From an optimization exercise on the open Yosys and OpenROAD flow, aimed at small area; shortcuts taken in it are not production practice.
In this exercise RTL edits were held to simulation tests only and were not proved equivalent to the original.
Power is estimated from default activity; no workload was simulated.

[flow/design.v]
module BreakoutControl(clk_50, strt, rst, L, R, tick, color, pix_x, pix_y, ball_x, ball_y, pad_x, bricks, win, lose);
input clk_50;
input strt, rst, L, R;
input tick;
output [2:0] color;
output [8:0] pix_x;
output [7:0] pix_y;
output [9:0] ball_x;
output [9:0] ball_y;
output [9:0] pad_x;
output [15:0] bricks;
output win, lose;
function [10:0] radd;
	input [10:0] a;
	input [10:0] b;
	input cin;
	integer i;
	reg c;
	begin
		c = cin;
		for (i = 0; i < 11; i = i + 1) begin
			radd[i] = a[i] ^ b[i] ^ c;
			c = (a[i] & b[i]) | (c & (a[i] | b[i]));
		end
	end
endfunction
function ge;
	input [10:0] v;
	input [10:0] c;
	integer i;
	reg r;
	begin
		r = 1'b1;
		for (i = 0; i < 11; i = i + 1)
			r = c[i] ? (v[i] & r) : (v[i] | r);
		ge = r;
	end
endfunction
reg ph25;
reg [8:0] x;    
reg [7:0] y;    
wire [10:0] xinc = radd({2'b0, x}, 11'd0, 1'b1);
wire [10:0] yinc = radd({3'b0, y}, 11'd0, 1'b1);
always @(posedge clk_50 or negedge rst)
	if (!rst) begin
		ph25 <= 1'b0;
		x <= 9'd0;
		y <= 8'd0;
	end else begin
		ph25 <= ~ph25;
		if (!ph25) begin
			if (x[8] & x[6]) begin             
				x <= 9'd0;
				y <= (&y[7:4]) ? 8'd0 : yinc[7:0];  
			end else
				x <= xinc[8:0];
		end
	end
localparam BS_START = 4'd0, BS_POS = 4'd1, BS_SMOVE = 4'd2, BS_MOVE = 4'd3,
           BS_SWY = 4'd4, BS_SWL = 4'd5, BS_SWR = 4'd6, BS_PAD = 4'd7, BS_DONE = 4'd8,
           BS_LOST = 4'd9;    
reg [3:0] bs;
reg [9:0] bx, by;
reg ud;            
reg [2:0] dx;      
reg [15:0] hit;
reg tbp, lrp, tbc, lrc;
reg [1:0] ps;
reg [7:0] px;      
reg pcol;
reg [2:0] pang;
always @(posedge clk_50 or negedge rst)
	if (!rst) bs <= BS_START;
	else if (tick)
		case (bs)
			BS_START: bs <= BS_POS;
			BS_POS:   if (!strt) bs <= BS_SMOVE;
			BS_SMOVE: bs <= BS_MOVE;
			BS_MOVE:
				if (tbc || by == 10'd1) bs <= BS_SWY;
				else if (bx == 10'd2 || bx == 10'd1) bs <= BS_SWL;
				else if (bx == 10'd318 || bx == 10'd319) bs <= BS_SWR;
				else if (lrc) bs <= BS_SWL;
				else if (pcol) bs <= BS_PAD;
				else if (by == 10'd240) bs <= BS_DONE;
			BS_SWY, BS_SWL, BS_SWR, BS_PAD: bs <= BS_MOVE;
			BS_DONE: bs <= BS_LOST;
			default: bs <= bs;
		endcase
wire lo = bs == BS_LOST;
wire mv  = tick && bs == BS_MOVE;
wire swy = tick && bs == BS_SWY;
wire bpad = tick && bs == BS_PAD;
wire swl = tick && bs == BS_SWL && dx[2];
wire swr = tick && bs == BS_SWR && !dx[2] && dx != 3'd0;
wire [3:0] xd = mv ? {dx[2], dx} : swl ? {3'b001, ~dx[0]} : swr ? {2'b11, dx[0], ~dx[0]} : 4'd0;
wire [2:0] yd = mv ? (ud ? 3'b111 : 3'b001) : swy ? (ud ? 3'b010 : 3'b110) : bpad ? 3'b111 : 3'b000;
wire [10:0] bxn = radd({1'b0, bx}, {{7{xd[3]}}, xd}, 1'b0);
wire [10:0] byn = radd({1'b0, by}, {{8{yd[2]}}, yd}, 1'b0);
always @(posedge clk_50 or negedge rst)
	if (!rst) begin
		bx <= 10'd160;
		by <= 10'd100;
		ud <= 1'b0;
		dx <= 3'd0;
	end else begin
		bx <= bxn[9:0];
		by <= byn[9:0];
		if (swy) ud <= ~ud;
		if (bpad) ud <= 1'b1;
		if (swl || swr) dx <= {~dx[2], dx[1] ^ dx[0], dx[0]};  
		if (bpad) dx <= pang - 3'd2;
	end
wire [10:0] pe = radd({2'b0, bx[8:0]}, {2'b11, 1'b1, ~px}, 1'b0);
wire coll = by == 10'd200 && !bx[9] && !pe[9] && !ge({2'b0, pe[8:0]}, 11'd79);
wire pmv = tick && ps[1] && !coll && (ps[0] ? px != 8'd240 : px != 8'd0);
wire [10:0] pxn = radd({3'b0, px}, {3'b0, {7{pmv & ~ps[0]}}, pmv}, 1'b0);  
always @(posedge clk_50 or negedge rst)
	if (!rst) ps <= 2'd0;
	else if (tick)
		case (ps)
			2'd0: if (!strt) ps <= 2'd1;
			2'd1: if (!L) ps <= 2'd2; else if (!R) ps <= 2'd3;
			2'd2: if (L) ps <= 2'd1;
			2'd3: if (R) ps <= 2'd1;
		endcase
always @(posedge clk_50 or negedge rst)
	if (!rst) begin
		pcol <= 1'b0;
		pang <= 3'd0;
	end else if (tick && ps != 2'd0) begin
		if (coll) begin
			pcol <= 1'b1;
			pang <= pe[6:4];
		end else if (ps == 2'd1)
			pcol <= 1'b0;
		else if (pmv)
			pcol <= 1'b0;
	end
always @(posedge clk_50 or negedge rst)
	if (!rst)
		px <= 8'd100;
	else
		px <= pxn[7:0];
reg prow, ptwo;
reg [2:0] pk;
wire [10:0] bx11 = {1'b0, bx};
wire [10:0] by11 = {1'b0, by};
wire row1tb = by == 10'd50 || by == 10'd70;
wire row1lr = ge(by11, 51) && !ge(by11, 70);
wire row2tb = by == 10'd19 || by == 10'd39;
wire row2lr = ge(by11, 20) && !ge(by11, 39);
wire rowtb = row1tb | row2tb;
wire rowlr = row1lr | row2lr;
wire row = row2tb | row2lr;            
wire g41 = ge(bx11, 41), g81 = ge(bx11, 81), g121 = ge(bx11, 121), g161 = ge(bx11, 161),
     g201 = ge(bx11, 201), g241 = ge(bx11, 241), g281 = ge(bx11, 281);
wire [2:0] K = {g161, (g81 & ~g161) | g241, (g41 & ~g81) | (g121 & ~g161) | (g201 & ~g241) | g281};
wire two = bx == 10'd41 || bx == 10'd81 || bx == 10'd121 || bx == 10'd161 || bx == 10'd201 || bx == 10'd241 || bx == 10'd281;
wire e2 = bx == 10'd2 || bx == 10'd42 || bx == 10'd82 || bx == 10'd122 || bx == 10'd162 || bx == 10'd202 || bx == 10'd242 || bx == 10'd282;
wire e40 = bx == 10'd40 || bx == 10'd80 || bx == 10'd120 || bx == 10'd160 || bx == 10'd200 || bx == 10'd240 || bx == 10'd280 || bx == 10'd320;
wire tbd = rowtb && ge(bx11, 2) && !ge(bx11, 321) && !two;
wire lrd = rowlr && (bx == 10'd1 || bx == 10'd321 || two || e2 || e40);
wire [15:0] pdec;
genvar k;
generate
	for (k = 0; k < 16; k = k + 1) begin : g_pdec
		localparam [0:0] KR = k / 8;
		localparam [2:0] KC = k % 8;
		localparam [2:0] KN = (k + 1) % 8;
		assign pdec[k] = (tbp | lrp) && prow == KR && (pk == KC || (ptwo && pk == KN));
	end
endgenerate
wire [15:0] live = ~hit & ~pdec;
wire [7:0] lrow = row ? live[15:8] : live[7:0];
wire liveA = lrow[K];
wire liveB = lrow[K - 3'd1];
always @(posedge clk_50 or negedge rst)
	if (!rst) begin
		hit <= 16'd0;
		prow <= 1'b0;
		ptwo <= 1'b0;
		pk <= 3'd0;
		tbp <= 1'b0;
		lrp <= 1'b0;
		tbc <= 1'b0;
		lrc <= 1'b0;
	end else if (tick) begin
		hit <= hit | pdec;
		prow <= row;
		pk <= K;
		ptwo <= lrd & two;
		tbp <= tbd & liveA;
		lrp <= lrd & (liveA | (two & liveB));
		tbc <= tbp;
		lrc <= lrp;
	end
reg st, dp;
reg [2:0] dc;
reg [1:0] gs;      
wire W = gs == 2'd3;
wire started = st;
always @(posedge clk_50 or negedge rst)
	if (!rst) begin
		gs <= 2'd0;
	end else begin
		if (started && gs == 2'd0) begin
			if (&hit) gs <= 2'd1;
			else if (lo) gs <= 2'd2;
		end else if (gs == 2'd1)
			gs <= 2'd3;
	end
wire over = lo | W;
wire [10:0] x11 = {2'b0, x};
wire [10:0] qe = radd(x11, {3'b111, ~px}, 1'b0);           
wire padpix = !qe[10] && !ge(qe, 11'd79) && ge({3'b0, y}, 201) && !ge({3'b0, y}, 210);
wire [10:0] bxd = radd(bx11, ~x11, 1'b1);                  
wire [10:0] byd = radd(by11, ~{3'b0, y}, 1'b1);            
wire ballpix = bx[9:1] != 9'd0 && by[9:1] != 9'd0 &&
               (bxd == 11'd0 || bxd == 11'd1 || bxd == 11'h7ff) &&
               (byd == 11'd0 || byd == 11'd1 || byd == 11'h7ff);
wire [7:0] colx;
generate
	for (k = 0; k < 8; k = k + 1) begin : g_colx
		assign colx[k] = ge(x11, 2 + 40 * k) && !ge(x11, 41 + 40 * k);
	end
endgenerate
wire [10:0] y11 = {3'b0, y};
wire r1 = ge(y11, 51) && !ge(y11, 70);
wire r2 = ge(y11, 20) && !ge(y11, 39);
wire blkpix = (r1 && |(colx & ~hit[7:0])) || (r2 && |(colx & ~hit[15:8]));
wire [2:0] cls = (padpix || (ballpix && !over)) ? 3'd1 :
                 (blkpix && !over) ? 3'd2 :
                 lo ? 3'd5 : W ? 3'd4 : 3'd3;
always @(posedge clk_50 or negedge rst)
	if (!rst) begin
		st <= 1'b0;
		dp <= 1'b0;
		dc <= 3'b111;
	end else if (!st) begin
		dc <= 3'd0;
		if (!strt) begin
			st <= 1'b1;
			dp <= 1'b1;
		end
	end else begin
		dp <= ~dp;
		if (dp) dc <= cls;
	end
assign color = (st && !dp) ? 3'b111 : dc;
assign pix_x = x;
assign pix_y = y;
assign ball_x = bx;
assign ball_y = by;
assign pad_x = {2'b00, px};
assign bricks = hit;
assign win = W;
assign lose = lo;
endmodule
[flow/flow/run.sh]
#!/bin/bash
# The standard layout (standard.sh) with three changes:
#  - after the standard synthesis, ABC optimises the logic between the
#    registers again (deepsyn, four seeds in parallel) and maps it for area
#    (amap); the smallest result is laid out. The registers and tie cells stay
#    exactly as synthesised (same cells, same instance names). If that step
#    fails, the standard netlist is laid out instead;
#  - every port gets the smallest buffer;
#  - the clock tree is built from clkbuf_8 without dummy loads.
# Each tool writes its full output to a log file here.
set -euo pipefail
here=$(pwd)
export BUFFER_PORTS_ARGS="-buffer_cell sky130_fd_sc_hd__buf_1"
export CTS_ARGS="-sink_clustering_enable -repair_clock_nets -dont_use_dummy_load -buf_list sky130_fd_sc_hd__clkbuf_8"
DEEPSYN_SECONDS=240

bash standard.sh synth > synth.log 2>&1

res=orfs/results/$FLOW_PLATFORM/BreakoutControl/base
pv() { make -s -C "$FLOW_HOME" DESIGN_CONFIG="$here/config.mk" WORK_HOME="$here/orfs" "print-$1" | sed "s/^$1: //"; }
lib=$(pv LIB_FILES)
du=""
for c in $(pv DONT_USE_CELLS); do du="$du -dont_use $c"; done
cp "$res/1_2_yosys.v" "$here/synth_standard.v"

# black-box models of the flip-flops and tie cells, so that they stay as they are
cat > stubs.ys <<EOS
read_liberty -lib -ignore_miss_func $lib
write_verilog -blackboxes $here/cells_bb.v
EOS
yosys -s stubs.ys > stubs.log 2>&1
awk '/^module /{keep=($2 ~ /^sky130_fd_sc_hd__(df|conb_1)/)} keep{print} /^endmodule/{keep=0}' cells_bb.v > keep_bb.v

remap() {
  local s=$1
  sed "s/@T@/$DEEPSYN_SECONDS/; s/@S@/$s/" flow/remap.abc > remap_$s.abc
  # every other cell is read as its logic function, flattened and mapped again
  cat > remap_$s.ys <<EOS
read_verilog -lib $here/keep_bb.v
read_liberty -ignore_miss_func -ignore_redef $lib
read_verilog $here/synth_standard.v
hierarchy -top $FLOW_TOP
flatten
rename -hide w:*.*
delete t:\$scopeinfo
opt -purge
abc -liberty $lib $du -script $here/remap_$s.abc
opt_clean -purge
hilomap -singleton -hicell sky130_fd_sc_hd__conb_1 HI -locell sky130_fd_sc_hd__conb_1 LO
splitnets
opt_clean -purge
write_verilog -noattr -noexpr -nohex -nodec $here/remap0_$s.v
EOS
  yosys -s remap_$s.ys > remap_$s.log 2>&1 || return 0
  python3 flow/fixnets.py remap0_$s.v remap1_$s.v > fixnets_$s.log 2>&1 || return 0
  cat > finish_$s.ys <<EOS
read_liberty -lib -ignore_miss_func $lib
read_verilog $here/remap1_$s.v
hierarchy -top $FLOW_TOP
opt_clean -purge
insbuf -buf sky130_fd_sc_hd__buf_4 A X
check -assert
tee -o $here/remap_stat_$s.txt stat -liberty $lib
write_verilog -noattr -noexpr -nohex -nodec $here/remap_$s.v
EOS
  yosys -s finish_$s.ys > finish_$s.log 2>&1 || rm -f remap_$s.v
}
for s in 1 2 3 4; do remap $s & done
wait

# lay out the smallest new netlist that has exactly the standard netlist's registers
regs() { grep -oE '^ *sky130_fd_sc_hd__df[a-z0-9_]+ +[^ ]+' "$1" | sed 's/^ *//' | sort; }
best=""
bestarea=""
for s in 1 2 3 4; do
  [[ -s remap_$s.v && -s remap_stat_$s.txt ]] || continue
  [[ "$(regs remap_$s.v)" == "$(regs synth_standard.v)" ]] || continue
  a=$(grep "Chip area" remap_stat_$s.txt | awk '{print $NF}')
  if [[ -z "$best" ]] || awk "BEGIN{exit !($a < $bestarea)}"; then best=$s; bestarea=$a; fi
done
if [[ -n "$best" ]]; then
  cp "$here/remap_$best.v" "$here/synth_remap.v"
  cp "$here/synth_remap.v" "$res/1_2_yosys.v"
  echo "laying out the remapped netlist of seed $best (area $bestarea)" > choice.log
else
  echo "remap failed; laying out the standard netlist" > choice.log
fi
rm -f "$res/1_synth.odb" "$res/1_synth.sdc"
bash standard.sh > layout.log 2>&1
[flow/flow/fixnets.py]
#!/usr/bin/env python3
"""Join output ports to the nets that drive them in a flat gate netlist.

Yosys leaves assigns such as  assign {y[2], y[0]} = {_12_, _40_};  when a port
bit is driven through an internal net. For each assigned port bit whose net is
a private 1-bit net used by no other assigned port bit, the net is renamed to
the port bit everywhere and the assign is dropped. Assigns left over are
written one bit per line (insbuf then buffers them).
usage: fixnets.py in.v out.v
"""
import re
import sys

src = open(sys.argv[1]).read()

def bits(expr):
    expr = expr.strip()
    if expr.startswith('{'):
        expr = expr[1:-1]
    out = []
    for item in [t.strip() for t in expr.split(',')]:
        m = re.fullmatch(r'(\\?\S+?)\s*\[(\d+):(\d+)\]', item)
        if m:
            hi, lo = int(m.group(2)), int(m.group(3))
            step = -1 if hi >= lo else 1
            out += ['%s[%d]' % (m.group(1), i) for i in range(hi, lo + step, step)]
        else:
            out.append(item)
    return out

pairs = []
def grab(m):
    l, r = bits(m.group(1)), bits(m.group(2))
    assert len(l) == len(r), m.group(0)
    pairs.extend(zip(l, r))
    return ''
body = re.sub(r'^\s*assign\s+(.*?)\s*=\s*(.*?);\s*$', grab, src, flags=re.M)

use = {}
for l, r in pairs:
    use[r] = use.get(r, 0) + 1
rename = {}
left = []
for l, r in pairs:
    if re.fullmatch(r'_\d+_', r) and use[r] == 1 and re.fullmatch(r'\w+\[\d+\]', l):
        rename[r] = l
    else:
        left.append((l, r))

def sub(m):
    n = m.group(0)
    return rename.get(n, n)
body = re.sub(r'(?<![\w$\\])_\d+_(?![\w$])', sub, body)
# drop the declarations of the renamed nets (they now read "wire port[i];")
body = re.sub(r'^\s*wire\s+\w+\[\d+\]\s*;\s*\n', '', body, flags=re.M)
extra = ''.join('  assign %s = %s;\n' % (l, r) for l, r in left)
body = re.sub(r'^endmodule', extra + 'endmodule', body, count=1, flags=re.M)
open(sys.argv[2], 'w').write(body)
print('joined %d port bits, left %d assigns' % (len(rename), len(left)))
[flow/flow/remap.abc]
strash
&get -n
&deepsyn -T @T@ -S @S@
&put
strash
dc2
dch -f
amap
topo
strash
dc2
dch -f
amap
topo
strash
dc2
dch -f
amap
topo
[flow/standard.sh]
#!/bin/bash
# synth_recipe.tcl (not shown) runs the flow's synth.tcl, then flattens the netlist and writes it again
# the make line also repeats each setting of config.mk as NAME=value (left out here)
make -C /OpenROAD-flow-scripts/flow DESIGN_CONFIG=/design/flow/config.mk WORK_HOME=/design/flow/orfs CLKGATE_MAP_FILE= SYNTH_SCRIPT=/design/flow/synth_recipe.tcl "${@:-finish}"
[flow/config.mk]
export PLATFORM = sky130hd
export DESIGN_NAME = BreakoutControl
export DESIGN_NICKNAME = BreakoutControl
export VERILOG_FILES = /design/flow/design.v
export SDC_FILE = /design/flow/constraint.sdc
export NUM_CORES = 4
export LEC_CHECK = 0
export CAP_MARGIN = 20
export CORE_MARGIN = 2
export CORE_UTILIZATION = 40
export SLEW_MARGIN = 20
[flow/constraint.sdc]
create_clock -name core_clock -period 10.0 [get_ports {clk_50}]
set_input_delay 2.0000 -clock core_clock [delete_from_list [all_inputs] [get_ports {clk_50}]]
set_output_delay 2.0000 -clock core_clock [all_outputs]
set_load 0.01 [all_outputs]
==> out/metrics.cfg, run 1 <==
[clock_network]
cts_root_buffer = clkbuf_8
post_cts_resized = 0
cts_hold_buf = 0
cts.clk_slew.worst_paths_ns = 0.09
clk_latency_ns = 0.38
numCtsBuffers = 9
max-clock-path-buffers = 2
cts_tree = built
cts_max_level = 3
clock_sinks = 92
postCtsSetupRepairBufs = 0

[setup_path]
cp-start-kind = input pin
worstSetupPathType = in -> reg
crit_fanout = 14
endpoint_kind = flip-flop
worst_path_max_delay_cell = clkinv_1
slowest_delay_ns = 0.53
worstPathCellList = buf_1, clkinv_1, nor3_1, nand3_1, o21ai_0, o22ai_1, nor2_1, clkinv_1, a22oi_1, nand2_1, o21ai_0, clkinv_1, nor3_1, o22ai_1, nor2_1, o21ai_0, nor2_1, clkinv_1, nor3_1, o221ai_1, nor2_1, a21oi_1
reg2regPathDepth = 21
critPathRequiredTime_ns = 10.27
worstPathArrival_ns = 6.64

[detailed_routing]
avgViaCountPerCell = 5.81
dr.pass1.iters = 5
route.detailed.drc = 0
dr.first_iter.drc_count = 495
ant_nets = 0
via_count = 6181
wl_per_cell_um = 17.8
routed_wl_um = 18900

[power_and_ir_drop]
clock_power_share = 0.136
power_frac_comb = 0.469
intPower_uw = 767
power_frac_seq = 0.396
peakVddDrop_uv = 118
switching_share = 0.496
powerDensity_nw_per_um2 = 236
p_leak_nw = 2.28
power.switching_uw = 756

[global_routing]
grt_first_pass_wirelength_um = 30600
grt_pass1_vias = 5848
use_met2 = 0.392
busiest_layer = met2
antenna_found_initial = 0
grtUsageTotal = 0.245
met1_usage = 0.345
overflow = 0
grt_max_degree = 50
globalRouteMet3Util = 0.0296

[timing]
fin_crit_ns = 6.38
relSlewSlack = 0.392
skew_ns = 0.0167
hold_viol = 0
fin_crit_sh = 0.638
fmax_mhz = 157
worst_slew_pin_slew_ns = 0.903
setup-tns-final_ns = 0
slew_violations = 0
finalSetupViolations = 0
rsz0062_at_grt = no

[hold_path]
hold_depth = 2
min_path_type = reg -> reg

[status]
status = complete, no violations

[floorplan]
io_pins = 74
core_area_um2 = 14400
die_w_um = 125
die_y_um = 125
num_rows = 44
dieArea_um2 = 15500
start_util = 0.405

[layout]
drive_above_1_share = 0.0284
n_antenna_cell = 0
nets = 887
syn_to_final_growth_pct = 11.1
final_util = 0.450
finalNonFillerCells = 1063

[placed_design]
dpl.cell_count = 1054
io_buffer_count = 71
dp_hpwl_um = 14200
routabilityCongestion = 0.936

[synth]
netlist_instances = 796
yosysWarnings = 1
netlist_area_um2 = 5820
avgSynthCellArea_um2 = 7.31

[flow_run]
drv_cap = 0

[power by group through the flow]
| stage | registers [mW] | logic, mW | clock network, mW |
|---|---|---|---|
| after floorplan | 0.575 | 0.486 | 0 |
| after global placement | 0.606 | 0.706 | 0 |
| after detailed placement | 0.605 | 0.701 | 0 |
| after CTS | 0.598 | 0.705 | 0.213 |
| after global routing | 0.614 | 0.804 | 0.227 |
| final | 0.602 | 0.714 | 0.206 |
[per-layer routing]
| layer | wire, µm | part of all wire |
|---|---|---|
| met5 | 0 | 0 |
| met4 | 303 | 0.016 |
| met3 | 1260 | 0.067 |
| met2 | 8660 | 0.46 |
| met1 | 8660 | 0.46 |
[flip-flops by register name, indices dropped and copies added (netlist names), 2 cells and up]
signal  cells
hit        16
bx         10
by         10
x           9
px          8
y           8
bs          4
dc          3
dx          3
pang        3
pk          3
gs          2
ps          2
[worst max-delay path: cells and delay by family]
kind	cells	cell delay, ns
and+or+nand+nor	9	1.84
AOI/OAI and AO/OA	8	1.48
buffers and inverters	5	1.33
[final timing paths]
path	from	to	slack, ns
setup / recovery	tick	bx[9]$_DFF_PN0_	3.62
hold / removal	dc[2]$_DFFE_PN1N_	dc[2]$_DFFE_PN1N_	0.48
setup reg to reg	bs[2]$_DFFE_PN0P_	bx[9]$_DFF_PN0_	5.77
hold reg to reg	dc[2]$_DFFE_PN1N_	dc[2]$_DFFE_PN1N_	0.48
max in group asynchronous	rst	dc[1]$_DFFE_PN1N_	7.29
min in group asynchronous	rst	hit[6]$_DFFE_PN0P_	1.67
[area by class of cell]
type,instances,area (µm²)
fillers,1486,7910
multi-input cells,586,3050
flip-flops and latches,92,2320
inverters,117,439
repair buffers,75,300
well taps,184,230
clock buffers,9,124
[metrics by stage]
stage | hold slack, ns | setup WS, ns | cell area, µm² | total power, mW
4_1_cts | 0.489 | 3.72 | 6460 | 1.52
6_report | 0.484 | 3.62 | 6460 | 1.52
3_3_place_gp | 0.473 | 3.46 | 6340 | 1.31
3_5_place_dp | 0.474 | 3.32 | 6340 | 1.31
2_1_floorplan | 0.450 | 4.60 | 5820 | 1.06
5_1_grt | 0.500 | 3.00 | 6460 | 1.65
[placed cells by master, fill, tap and decap left out, types with 10 or more instances in the layout]
cell / instances
o21ai_0: 84
a211oi_1: 11
buf_1: 70
o22ai_1: 37
nand2_1: 58
nor2_1: 175
a21oi_1: 49
nor3_1: 25
a31oi_1: 10
nor4_1: 13
dfstp_2: 11
o21a_1: 10
clkinv_1: 117
nand3_1: 19
a22oi_1: 12
dfrtp_1: 81
==> run 2: changes to the inputs <==
--- a/flow/design.v
+++ b/flow/design.v
@@ -199,14 +199,10 @@
 reg [2:0] dc;
-reg [1:0] gs;      
-wire W = gs == 2'd3;
-wire started = st;
-always @(posedge clk_50 or negedge rst)
-	if (!rst) begin
-		gs <= 2'd0;
-	end else begin
-		if (started && gs == 2'd0) begin
-			if (&hit) gs <= 2'd1;
-			else if (lo) gs <= 2'd2;
-		end else if (gs == 2'd1)
-			gs <= 2'd3;
+reg wst, W;
+always @(posedge clk_50 or negedge rst)
+	if (!rst) begin
+		wst <= 1'b0;
+		W <= 1'b0;
+	end else begin
+		wst <= &hit;
+		W <= wst;
 	end
--- a/flow/flow/run.sh
+++ b/flow/flow/run.sh
@@ -67,3 +67,3 @@
 }
-for s in 1 2 3 4; do remap $s & done
+for s in 1 6 7 8; do remap $s & done
 wait
@@ -74,3 +74,3 @@
 bestarea=""
-for s in 1 2 3 4; do
+for s in 1 6 7 8; do
   [[ -s remap_$s.v && -s remap_stat_$s.txt ]] || continue
--- a/flow/flow/fixnets.py
+++ b/flow/flow/fixnets.py
@@ -15,2 +15,8 @@
 
+# declared vector ranges, to expand a whole vector named without a range
+ranges = {}
+for m in re.finditer(r'^\s*(?:input|output|inout|wire|reg)\s*\[(\d+):(\d+)\]\s*([^;]+);', src, re.M):
+    for name in m.group(3).split(','):
+        ranges[name.strip()] = (int(m.group(1)), int(m.group(2)))
+
 def bits(expr):
@@ -23,7 +29,10 @@
         if m:
-            hi, lo = int(m.group(2)), int(m.group(3))
-            step = -1 if hi >= lo else 1
-            out += ['%s[%d]' % (m.group(1), i) for i in range(hi, lo + step, step)]
+            name, hi, lo = m.group(1), int(m.group(2)), int(m.group(3))
+        elif item in ranges:
+            name, (hi, lo) = item, ranges[item]
         else:
             out.append(item)
+            continue
+        step = -1 if hi >= lo else 1
+        out += ['%s[%d]' % (name, i) for i in range(hi, lo + step, step)]
     return out
==> run 2 against run 1 <==
Fmax up 7.4%; count of clock-buffer cells in the layout stayed put; synthesized area up 0.15%; largest cell class unchanged; final cell count shrank 0.66%; register-to-register slack gained 0.12 ns; combinational power up 9.1%; worst hold slack lost 0.12 ns; core utilization is 0.096 points higher.
==> out/metrics.cfg, run 2 <==
[status]
status = complete, no violations

[detailed_routing]
routed_wl_um = 18800
ant_nets = 0
via_count = 6152
dr.pass1.iters = 5
avgViaCountPerCell = 5.83
wl_per_cell_um = 17.8
route.detailed.drc = 0
dr.first_iter.drc_count = 551

[hold_path]
whs_endpoint = W$_DFF_PN0_
min_path_type = reg -> reg
hold_depth = 0
min_from = wst$_DFF_PN0_

[global_routing]
overflow = 0
busiest_layer = met2
grt_max_degree = 79
grt_pass1_vias = 5709
met1_usage = 0.347
grt_first_pass_wirelength_um = 30700
globalRouteMet3Util = 0.0387
use_met2 = 0.378
grtUsageTotal = 0.246
antenna_found_initial = 0

[floorplan]
dieArea_um2 = 15500
start_util = 0.406
die_w_um = 125
die_y_um = 125
io_pins = 74
num_rows = 44
core_area_um2 = 14400

[layout]
nets = 880
stdcell_area_um2 = 6470
nFillCells = 1512
n_antenna_cell = 0
syn_to_final_growth_pct = 11.1
largest_register_ffs = 16
drive_above_1_share = 0.0287
final_common_cell = nor2_1
reg_top3 = hit (16), bx (10), by (10)
mostFrequentLayoutCells = nor2_1 (167), clkinv_1 (109), dfrtp_1 (81)
top_register = hit

[synth]
netlist_area_um2 = 5830
avgSynthCellArea_um2 = 7.39
yosysWarnings = 1
netlist_instances = 789

[power_and_ir_drop]
p_leak_nw = 2.28
power.switching_uw = 814
clock_power_share = 0.127
power_frac_seq = 0.390
intPower_uw = 802
switching_share = 0.504
power_frac_comb = 0.482
powerDensity_nw_per_um2 = 250
peakVddDrop_uv = 79.2

[clock_network]
cts_tree = built
numCtsBuffers = 9
cts_max_level = 3
cts_root_buffer = clkbuf_8
postCtsSetupRepairBufs = 0
clock_sinks = 92
cts_hold_buf = 0
post_cts_resized = 0
max-clock-path-buffers = 2
cts.clk_slew.worst_paths_ns = 0.08
clk_latency_ns = 0.39

[setup_path]
cp_top_family = compound AO/OA/AOI/OAI gates
slowest_delay_ns = 0.68
worstSetupPathType = in -> reg
cp-start-kind = input pin
endpoint_kind = flip-flop
reg2regPathDepth = 21
critPathRequiredTime_ns = 10.29
worstPathCellList = buf_1, clkinv_1, nor2_1, nand2_1, a2111oi_1, nor2_1, a21oi_1, o21ai_0, nor3_1, o22ai_1, clkinv_1, o21ai_0, clkinv_1, o221ai_1, nor2_1, clkinv_1, nor2_1, clkinv_1, nor2_1, nand2_1, o21ai_0
crit_fanout = 13
timing.rr.start = bx[2]$_DFF_PN0_
critical_path_buf_inv_count = 6
reg2reg_to = px[7]$_DFF_PN0_
worst_path_max_delay_cell = a2111oi_1
regToRegSetupSlack_ns = 5.89
worstPathArrival_ns = 6.23

[timing]
worst_slew_pin_slew_ns = 0.830
hold_viol = 0
skew_ns = 0.0346
relSlewSlack = 0.445
slew_violations = 0
fmax_mhz = 168
fin_crit_sh = 0.594
finalWorstSetupSlack_ns = 4.06
fin_crit_ns = 5.94
rsz0062_at_grt = no
setup-tns-final_ns = 0
finalSetupViolations = 0

[placed_design]
io_buffer_count = 71
pre_cts_slack_ns = 3.52
dp_hpwl_um = 14200
routabilityCongestion = 0.948
place_area_um2 = 6350

[flow_run]
drv_cap = 0

## run 2: worst register-to-register path, delay by kind of cell (launching register included)
kind            cells  cell delay, ns
simple gates        8            1.36
buf+inv             3            0.57
flops               1            0.58
compound gates     10            1.48
## run 2: area by class of cell
cell class                 count  area (µm²)  share of cell area
multi-input combinational    587        3090               0.477
tap                          184         230              0.0356
clock buffer                   9         124              0.0191
timing repair buffer          75         304              0.0470
inverter                     109         409              0.0632
sequential                    92        2320               0.358
## run 2: worst max path at each step
stage               slack [ns]  start  cells after the start              end
floorplan                 4.86   tick                     19  bx[9]$_DFF_PN0_
global placement          3.78   tick                     21  bx[9]$_DFF_PN0_
detailed placement        3.52   tick                     20  bx[9]$_DFF_PN0_
CTS                       3.92   tick                     21  bx[9]$_DFF_PN0_
global route              3.59   tick                     21  bx[9]$_DFF_PN0_
finish                    4.06   tick                     21  bx[9]$_DFF_PN0_
## run 2: per-layer routing
layer | share of wire | vias to the layer above | wire length (µm)
met3 | 0.062 | 30 | 1170
met2 | 0.45 | 229 | 8440
met4 | 0.030 | 0 | 569
met5 | 0 | - | 0
met1 | 0.46 | 2860 | 8600
li1 | - | 3033 | -
## run 2: power by group through the flow
stage	Sequential [mW]	Clock, mW	Combinational (mW)
6_report	0.631	0.206	0.779
4_1_cts	0.627	0.211	0.768
5_1_grt	0.647	0.225	0.885
3_5_place_dp	0.633	0	0.766
2_1_floorplan	0.599	0	0.538
3_3_place_gp	0.637	0	0.763
## run 2: stage by stage
stage / cells / util / hold WS [ns] / power [mW]
2_1_floorplan: 790 / - / 0.331 / 1.14
4_1_cts: 1056 / 0.450 / 0.356 / 1.61
5_1_grt: 1056 / 0.451 / 0.362 / 1.76
6_report: 1056 / 0.451 / 0.360 / 1.62
3_5_place_dp: 1047 / 0.442 / 0.336 / 1.40
3_3_place_gp: 1047 / 0.442 / 0.336 / 1.40
==> run 3: changes to the inputs <==
--- a/flow/design.v
+++ b/flow/design.v
@@ -212,7 +212,6 @@
 wire padpix = !qe[10] && !ge(qe, 11'd79) && ge({3'b0, y}, 201) && !ge({3'b0, y}, 210);
-wire [10:0] bxd = radd(bx11, ~x11, 1'b1);                  
-wire [10:0] byd = radd(by11, ~{3'b0, y}, 1'b1);            
+wire [10:0] bxd = radd(xinc, ~bx11, 1'b1);                 
+wire [10:0] byd = radd(yinc, ~by11, 1'b1);                 
 wire ballpix = bx[9:1] != 9'd0 && by[9:1] != 9'd0 &&
-               (bxd == 11'd0 || bxd == 11'd1 || bxd == 11'h7ff) &&
-               (byd == 11'd0 || byd == 11'd1 || byd == 11'h7ff);
+               bxd[10:2] == 9'd0 && bxd[1:0] != 2'd3 && byd[10:2] == 9'd0 && byd[1:0] != 2'd3;
 wire [7:0] colx;
==> run 3 against run 2 <==
Worst hold slack got worse by 0.0078 ns; global-route usage fell by 0.49 points; final cell count did not move; worst setup slack improved by 0.31 ns; register-to-register slack improved by 0.05 ns; sequential share of layout area rose by 0.29 points; first-iteration DRC count fell by 2.0%; total power fell by 48%; wire length fell by 2.6%.
==> out/metrics.cfg, run 3 <==
[status]
status = complete, no violations

[layout]
nets = 880
stdcell_area_um2 = 6420
top_register = hit
drive_above_1_share = 0.0252
n_antenna_cell = 0
reg_top3 = hit (16), bx (10), by (10)
finalNonFillerCells = 1056
largest_register_ffs = 16
final_common_cell = nor2_1
mostFrequentLayoutCells = nor2_1 (173), clkinv_1 (112), dfrtp_1 (81)
syn_to_final_growth_pct = 10.7

[setup_path]
worstSetupPathType = in -> reg
reg2regPathDepth = 14
worstPathArrival_ns = 5.88
critPathRequiredTime_ns = 10.25
endpoint_kind = flip-flop
cp-start-kind = input pin
crit_fanout = 16

[timing]
fin_crit_ns = 5.63
finalWorstSetupSlack_ns = 4.37
slew_violations = 0
skew_ns = 0.0267
worst_slew_pin_slew_ns = 0.894
finalSetupViolations = 0
setup-tns-final_ns = 0
hold_viol = 0
rsz0062_at_grt = no
fmax_mhz = 178
fin_crit_sh = 0.563
relSlewSlack = 0.399

[power_and_ir_drop]
switching_share = 0.346
power.switching_uw = 289
power_frac_seq = 0.532
powerDensity_nw_per_um2 = 130
p_leak_nw = 2.23
clock_power_share = 0.242
power_uw = 835
peakVddDrop_uv = 63.3
intPower_uw = 546
power_frac_comb = 0.226

[global_routing]
busiest_layer = met2
grt_pass1_vias = 5643
antenna_found_initial = 0
grt_max_degree = 63
overflow = 0
use_met2 = 0.366
grt_first_pass_wirelength_um = 30100
met1_usage = 0.345
grtUsageTotal = 0.241
globalRouteMet3Util = 0.0348

[clock_network]
max-clock-path-buffers = 2
postCtsSetupRepairBufs = 0
numCtsBuffers = 9
clock_sinks = 92
cts.clk_slew.worst_paths_ns = 0.08
post_cts_resized = 0
clk_latency_ns = 0.39
cts_max_level = 3
cts_hold_buf = 0
cts_tree = built
cts_root_buffer = clkbuf_8

[placed_design]
pre_cts_slack_ns = 4.06
dpl.cell_count = 1047
io_buffer_count = 71
routabilityCongestion = 0.958
dp_hpwl_um = 13800
place_area_um2 = 6300

[detailed_routing]
avgViaCountPerCell = 5.88
via_count = 6211
routed_wl_um = 18300
route.detailed.drc = 0
wl_per_cell_um = 17.3
ant_nets = 0
dr.first_iter.drc_count = 540
dr.pass1.iters = 5

[floorplan]
die_w_um = 124
start_util = 0.404
die_y_um = 124
dieArea_um2 = 15500
core_area_um2 = 14400
num_rows = 44
io_pins = 74

[synth]
netlist_instances = 792
netlist_area_um2 = 5800
avgSynthCellArea_um2 = 7.33
yosysWarnings = 1

[hold_path]
hold_depth = 0
min_path_type = reg -> reg

[flow_run]
drv_cap = 0

run 3: worst max-delay path, stage by stage:
cell and delay [ns]:
buf_1 0.59, nand2_1 0.16, nor2_1 0.22, clkinv_1 0.11, o21ai_0 0.21, o21ai_0 0.13
o21ai_0 0.19, o21ai_0 0.14, nor2_1 0.19, a22oi_1 0.14, nand2_1 0.13, o221ai_1 0.15
or3_1 0.44, nor3_1 0.25, o22ai_1 0.14, clkinv_1 0.07, o21ai_0 0.13, nor2_1 0.18
o21ai_0 0.13, nand2_1 0.08, o21ai_0 0.09
run 3: layout make-up:
type,count,area [µm²]
well taps,184,230
repair buffers,72,278
multi-input cells,587,3060
clock buffers,9,124
inverters,112,420
fillers,1555,7950
flip-flops and latches,92,2320
run 3: final timing paths:
| path | start | endpoint | slack [ns] |
|---|---|---|---|
| max | tick | bx[9]$_DFF_PN0_ | 4.37 |
| min | wst$_DFF_PN0_ | W$_DFF_PN0_ | 0.35 |
| max reg2reg | bx[1]$_DFF_PN0_ | lrp$_DFFE_PN0P_ | 5.94 |
| min reg2reg | wst$_DFF_PN0_ | W$_DFF_PN0_ | 0.35 |
| max in group asynchronous | rst | y[0]$_DFFE_PN0P_ | 7.29 |
| min in group asynchronous | rst | hit[13]$_DFFE_PN0P_ | 1.57 |
run 3: layer usage:
metal | share of wire | up-vias | wire length, µm
met5 | 0 | - | 0
li1 | - | 3004 | -
met2 | 0.45 | 246 | 8160
met3 | 0.064 | 40 | 1160
met4 | 0.032 | 0 | 590
met1 | 0.46 | 2921 | 8380
run 3: power by group through the flow:
stage,clock [mW],sequential (mW),combinational (mW)
floorplan,0,0.445,0.124
global route,0.221,0.449,0.215
detailed placement,0,0.450,0.186
finish,0.202,0.444,0.189
CTS,0.207,0.444,0.188
global placement,0,0.451,0.185
run 3: metrics by stage:
step / hold WS [ns] / utilization
after floorplan: 0.331 / -
after global placement: 0.337 / 0.438
after detailed placement: 0.336 / 0.438
after CTS: 0.354 / 0.447
after global routing: 0.367 / 0.447
final: 0.352 / 0.447
==> run 4: changes to the inputs <==
--- a/flow/flow/run.sh
+++ b/flow/flow/run.sh
@@ -3,3 +3,3 @@
 #  - after the standard synthesis, ABC optimises the logic between the
-#    registers again (deepsyn, four seeds in parallel) and maps it for area
+#    registers again (deepsyn, eight seeds, four at a time) and maps it for area
 #    (amap); the smallest result is laid out. The registers and tie cells stay
@@ -14,3 +14,3 @@
 export CTS_ARGS="-sink_clustering_enable -repair_clock_nets -dont_use_dummy_load -buf_list sky130_fd_sc_hd__clkbuf_8"
-DEEPSYN_SECONDS=240
+DEEPSYN_SECONDS=200
 
@@ -67,3 +67,5 @@
 }
-for s in 1 6 7 8; do remap $s & done
+for s in 1 2 3 4; do remap $s & done
+wait
+for s in 5 6 7 8; do remap $s & done
 wait
@@ -74,3 +76,3 @@
 bestarea=""
-for s in 1 6 7 8; do
+for s in 1 2 3 4 5 6 7 8; do
   [[ -s remap_$s.v && -s remap_stat_$s.txt ]] || continue
==> run 4 against run 3 <==
Count of clock-buffer cells in the layout stayed put; clock skew stayed put; sequential cell count stayed put; combinational power hardly changed; critical path type unchanged; critical path depth stayed put; still clean on timing, DRC and antenna; worst hold slack stayed put; wire length stayed put.
==> out/metrics.cfg, run 4 <==
[clock_network]
numCtsBuffers = 9
post_cts_resized = 0
cts_tree = built
cts_root_buffer = clkbuf_8
cts.clk_slew.worst_paths_ns = 0.08
max-clock-path-buffers = 2
cts_hold_buf = 0
cts_max_level = 3
postCtsSetupRepairBufs = 0
clk_latency_ns = 0.39
clock_sinks = 92

[power_and_ir_drop]
clock_power_share = 0.242
power_frac_seq = 0.532
power_uw = 835
p_leak_nw = 2.23
power_frac_comb = 0.226
powerDensity_nw_per_um2 = 130
switching_share = 0.346
intPower_uw = 546
power.switching_uw = 289
peakVddDrop_uv = 63.3

[detailed_routing]
route.detailed.drc = 0
routed_wl_um = 18300
avgViaCountPerCell = 5.88
ant_nets = 0
dr.pass1.iters = 5
dr.first_iter.drc_count = 540
via_count = 6211
wl_per_cell_um = 17.3

[layout]
n_antenna_cell = 0
drive_above_1_share = 0.0252
final_util = 0.447
stdcell_area_um2 = 6420
nets = 880
nFillCells = 1555
finalNonFillerCells = 1056
mostFrequentLayoutCells = nor2_1 (173), clkinv_1 (112), dfrtp_1 (81)
syn_to_final_growth_pct = 10.7
reg_top3 = hit (16), bx (10), by (10)
largest_register_ffs = 16
final_common_cell = nor2_1
top_register = hit

[global_routing]
grt_first_pass_wirelength_um = 30100
grt_pass1_vias = 5643
overflow = 0
grt_max_degree = 63
grtUsageTotal = 0.241
antenna_found_initial = 0

[hold_path]
min_from = wst$_DFF_PN0_
min_path_type = reg -> reg

[setup_path]
critPathRequiredTime_ns = 10.25
worstPathArrival_ns = 5.88
timing.rr.start = bx[1]$_DFF_PN0_
cp-start-kind = input pin
cp-startpoint = tick
endpoint_kind = flip-flop
worstSetupPathType = in -> reg
crit_fanout = 16

[floorplan]
io_pins = 74
start_util = 0.404
die_y_um = 124
num_rows = 44
core_area_um2 = 14400
die_w_um = 124
dieArea_um2 = 15500

[status]
status = complete, no violations

[timing]
slew_violations = 0
hold_viol = 0
relSlewSlack = 0.399
rsz0062_at_grt = no
skew_ns = 0.0267
finalSetupViolations = 0
fmax_mhz = 178
fin_crit_sh = 0.563
setup-tns-final_ns = 0
fin_crit_ns = 5.63
worst_slew_pin_slew_ns = 0.894

[flow_run]
drv_cap = 0

[synth]
netlist_instances = 792
yosysWarnings = 1
avgSynthCellArea_um2 = 7.33
netlist_area_um2 = 5800

[placed_design]
dpl.cell_count = 1047
io_buffer_count = 71
dp_hpwl_um = 13800
routabilityCongestion = 0.958
place_area_um2 = 6300

==> run 4: cell counts in the layout (fill, tap and decap cells not counted) <==
No cell type changed its count.
==> run 4: cell type report <==
cell class / instances / area, µm² / area share
multi-input cells: 587 / 3060 / 0.476
inverters: 112 / 420 / 0.0654
flip-flops and latches: 92 / 2320 / 0.361
repair buffers: 72 / 278 / 0.0432
well taps: 184 / 230 / 0.0358
clock buffers: 9 / 124 / 0.0193
==> run 4: metal layers <==
metal | part of all wire | track usage | vias to the layer above
met5 | 0 | 0 | -
met4 | 0.032 | 0.101 | 0
met3 | 0.064 | 0.0348 | 40
met2 | 0.45 | 0.366 | 246
met1 | 0.46 | 0.345 | 2921
li1 | - | - | 3004
==> run 4: power groups by stage <==
stage	clock network [mW]	logic [mW]	registers [mW]
final	0.202	0.189	0.444
after global routing	0.221	0.215	0.449
after CTS	0.207	0.188	0.444
after detailed placement	0	0.186	0.450
after global placement	0	0.185	0.451
after floorplan	0	0.124	0.445
==> run 4: path summary, 6_finish.rpt <==
kind / end / slack (ns) / cells past startpoint
worst max-delay path: bx[9]$_DFF_PN0_ / 4.37 / 21
worst min-delay path: W$_DFF_PN0_ / 0.35 / 0
worst max register to register: lrp$_DFFE_PN0P_ / 5.94 / 14
worst min register to register: W$_DFF_PN0_ / 0.35 / 0
max in group asynchronous: y[0]$_DFFE_PN0P_ / 7.29 / 2
min in group asynchronous: hit[13]$_DFFE_PN0P_ / 1.57 / 1
==> run 4: critical path, cell delays in order <==
cell	delay (ns)
buf_1	0.59
nand2_1	0.16
nor2_1	0.22
clkinv_1	0.11
o21ai_0	0.21
o21ai_0	0.13
o21ai_0	0.19
o21ai_0	0.14
nor2_1	0.19
a22oi_1	0.14
nand2_1	0.13
o221ai_1	0.15
or3_1	0.44
nor3_1	0.25
o22ai_1	0.14
clkinv_1	0.07
o21ai_0	0.13
nor2_1	0.18
o21ai_0	0.13
nand2_1	0.08
o21ai_0	0.09
==> run 4: metrics by stage <==
stage                     hold WS, ns  setup slack, ns
after floorplan                 0.331             5.20
after global placement          0.337             4.25
after detailed placement        0.336             4.06
after CTS                       0.354             4.45
after global routing            0.367             3.68
final                           0.352             4.37
==> run 5: changes to the inputs <==
--- a/flow/design.v
+++ b/flow/design.v
@@ -219,3 +219,3 @@
 	for (k = 0; k < 8; k = k + 1) begin : g_colx
-		assign colx[k] = ge(x11, 2 + 40 * k) && !ge(x11, 41 + 40 * k);
+		assign colx[k] = ge(x11, 2 + 40 * k) && (k == 7 || !ge(x11, 41 + 40 * k));
 	end
@@ -225,3 +225,4 @@
 wire r2 = ge(y11, 20) && !ge(y11, 39);
-wire blkpix = (r1 && |(colx & ~hit[7:0])) || (r2 && |(colx & ~hit[15:8]));
+wire [7:0] hrow = r2 ? hit[15:8] : hit[7:0];
+wire blkpix = (r1 || r2) && |(colx & ~hrow);
 wire [2:0] cls = (padpix || (ballpix && !over)) ? 3'd1 :
--- a/flow/flow/run.sh
+++ b/flow/flow/run.sh
@@ -3,3 +3,3 @@
 #  - after the standard synthesis, ABC optimises the logic between the
-#    registers again (deepsyn, eight seeds, four at a time) and maps it for area
+#    registers again (deepsyn, four seeds in parallel) and maps it for area
 #    (amap); the smallest result is laid out. The registers and tie cells stay
@@ -14,3 +14,3 @@
 export CTS_ARGS="-sink_clustering_enable -repair_clock_nets -dont_use_dummy_load -buf_list sky130_fd_sc_hd__clkbuf_8"
-DEEPSYN_SECONDS=200
+DEEPSYN_SECONDS=240
 
@@ -67,5 +67,3 @@
 }
-for s in 1 2 3 4; do remap $s & done
-wait
-for s in 5 6 7 8; do remap $s & done
+for s in 1 6 7 8; do remap $s & done
 wait
@@ -76,3 +74,3 @@
 bestarea=""
-for s in 1 2 3 4 5 6 7 8; do
+for s in 1 6 7 8; do
   [[ -s remap_$s.v && -s remap_stat_$s.txt ]] || continue
==> run 5 against run 4 <==
Critical path type unchanged; still clean; die area fell by 0.50%; largest power group is now combinational cells; count of clock-buffer cells in the layout did not move; total power rose by 98%.
==> out/metrics.cfg, run 5 <==
[synth]
netlist_instances = 784
avgSynthCellArea_um2 = 7.36
yosysWarnings = 1
netlist_area_um2 = 5770

[clock_network]
cts_hold_buf = 0
clock_sinks = 92
clk_latency_ns = 0.39
cts.clk_slew.worst_paths_ns = 0.08
max-clock-path-buffers = 2
postCtsSetupRepairBufs = 0
numCtsBuffers = 9
post_cts_resized = 0
cts_root_buffer = clkbuf_8
cts_tree = built
cts_max_level = 3

[setup_path]
endpoint_kind = flip-flop
critPathMostFrequentCell = a21oi_1
crit_fanout = 14
worstSetupPathType = in -> reg
critPathRequiredTime_ns = 10.25
slowest_delay_ns = 0.35
cp_top_family = compound AO/OA/AOI/OAI gates
critical_path_buf_inv_count = 6
worstPathArrival_ns = 6.18
worst_path_max_delay_cell = or2_0
cp-start-kind = input pin

[timing]
fmax_mhz = 169
whs_ns = 0.361
fin_crit_sh = 0.593
finalSetupViolations = 0
relSlewSlack = 0.418
worst_slew_pin_slew_ns = 0.866
setup-tns-final_ns = 0
fin_crit_ns = 5.93
skew_ns = 0.0320
hold_viol = 0
slew_violations = 0
rsz0062_at_grt = no

[detailed_routing]
dr.first_iter.drc_count = 645
route.detailed.drc = 0
avgViaCountPerCell = 5.92
via_count = 6195
routed_wl_um = 18500
dr.pass1.iters = 7
wl_per_cell_um = 17.7
ant_nets = 0

[global_routing]
globalRouteMet3Util = 0.0348
met1_usage = 0.356
grt_first_pass_wirelength_um = 29000
grtUsageTotal = 0.248
busiest_layer = met2
overflow = 0
use_met2 = 0.381
grt_pass1_vias = 5411
grt_max_degree = 52
antenna_found_initial = 0

[layout]
top_register = hit
largest_register_ffs = 16
mostFrequentLayoutCells = nor2_1 (169), clkinv_1 (114), dfrtp_1 (81)
final_util = 0.458
nFillCells = 1496
multi_input_area_um2 = 3020
drive_above_1_share = 0.0288
nets = 875
reg_top3 = hit (16), bx (10), by (10)
syn_to_final_growth_pct = 11.1
seq_area_um2 = 2320
stdcell_area_um2 = 6410
final_common_cell = nor2_1
n_antenna_cell = 0

[status]
status = complete, no violations

[power_and_ir_drop]
powerDensity_nw_per_um2 = 258
peakVddDrop_uv = 83.6
power_mw = 1.65
p_leak_nw = 2.29

[hold_path]
min_path_type = reg -> reg

[floorplan]
num_rows = 43
dieArea_um2 = 15400
core_area_um2 = 14000
io_pins = 74
start_util = 0.413
die_y_um = 124
die_w_um = 124

[placed_design]
io_buffer_count = 71
dp_hpwl_um = 14300
place_area_um2 = 6290
routabilityCongestion = 0.907

[flow_run]
drv_cap = 0

## run 5: cell types whose count changed in the layout (fill, tap and decap cells not counted), moves of 4 or more
cell	delta
o21a_1	+4
o22ai_1	+14
a2111oi_0	-4
a31oi_1	-7
o21bai_1	-10
a221oi_1	+7
o21ai_0	-7
a21oi_1	+26
nand2_1	-22
nor2_1	-4
## run 5: worst paths after layout
path	from	endpoint	slack [ns]	depth (start not counted)
setup / recovery	tick	bx[9]$_DFF_PN0_	4.07	26
hold / removal	wst$_DFF_PN0_	W$_DFF_PN0_	0.36	0
setup reg to reg	bx[2]$_DFF_PN0_	px[7]$_DFF_PN0_	5.67	24
hold reg to reg	wst$_DFF_PN0_	W$_DFF_PN0_	0.36	0
max in group asynchronous	rst	px[1]$_DFF_PN0_	7.27	2
min in group asynchronous	rst	hit[12]$_DFFE_PN0P_	1.63	1
## run 5: area by class of cell
cell class | instances | share of cell area
multi-input combinational | 577 | 0.471
inverter | 114 | 0.0667
sequential | 92 | 0.361
clock buffer | 9 | 0.0193
timing repair buffer | 75 | 0.0468
tap | 180 | 0.0351
## run 5: stage by stage
step	instances	setup WS, ns
6_report	1047	4.07
5_1_grt	1047	3.42
4_1_cts	1047	4.11
3_5_place_dp	1038	3.70
3_3_place_gp	1038	3.88
2_1_floorplan	785	4.65
## run 5: power by group
group / switching [mW] / internal (mW)
combinational: 0.532 / 0.274
clock: 0.123 / 0.0808
sequential: 0.177 / 0.465
total: 0.832 / 0.819
## run 5: routing by layer
metal | part of all wire | up-vias
li1 | - | 2996
met1 | 0.46 | 2932
met2 | 0.45 | 236
met3 | 0.062 | 31
met4 | 0.023 | 0
met5 | 0 | -

-- afterwards: timing with drivers on the ports --
No port has a modelled driver above. Below, the same layouts with a new extraction and two added sets of constraints.
Step 1: set_driving_cell puts a clkbuf_16 on clk_50 and a buf_2 on each other input, an assumption about the parent block.
Step 2 moves the port delays by t, midway between the first and last clock arrival at a register: inputs arrive t later, outputs are due t later. That takes back most of the time a late clock gives input paths.
a / b / c = ideal / step 1 / step 2; a / b = the first two.
run | t, ns | setup WS [ns] | pins driven straight from the clock port
run 1 | 0.410 | 3.625 / 3.634 / 3.223 | 1
run 2 | 0.412 | 4.062 / 4.059 / 3.647 | 1
run 3 | 0.415 | 4.367 / 4.374 / 3.959 | 1
run 4 | 0.415 | 4.367 / 4.374 / 3.959 | 1
run 5 | 0.412 | 4.065 / 4.081 / 3.669 | 1
After both steps every run listed still meets setup and hold. The setup slack of run 2, which loses most, moves by -0.003 ns with the drivers and by -0.415 ns with both steps.
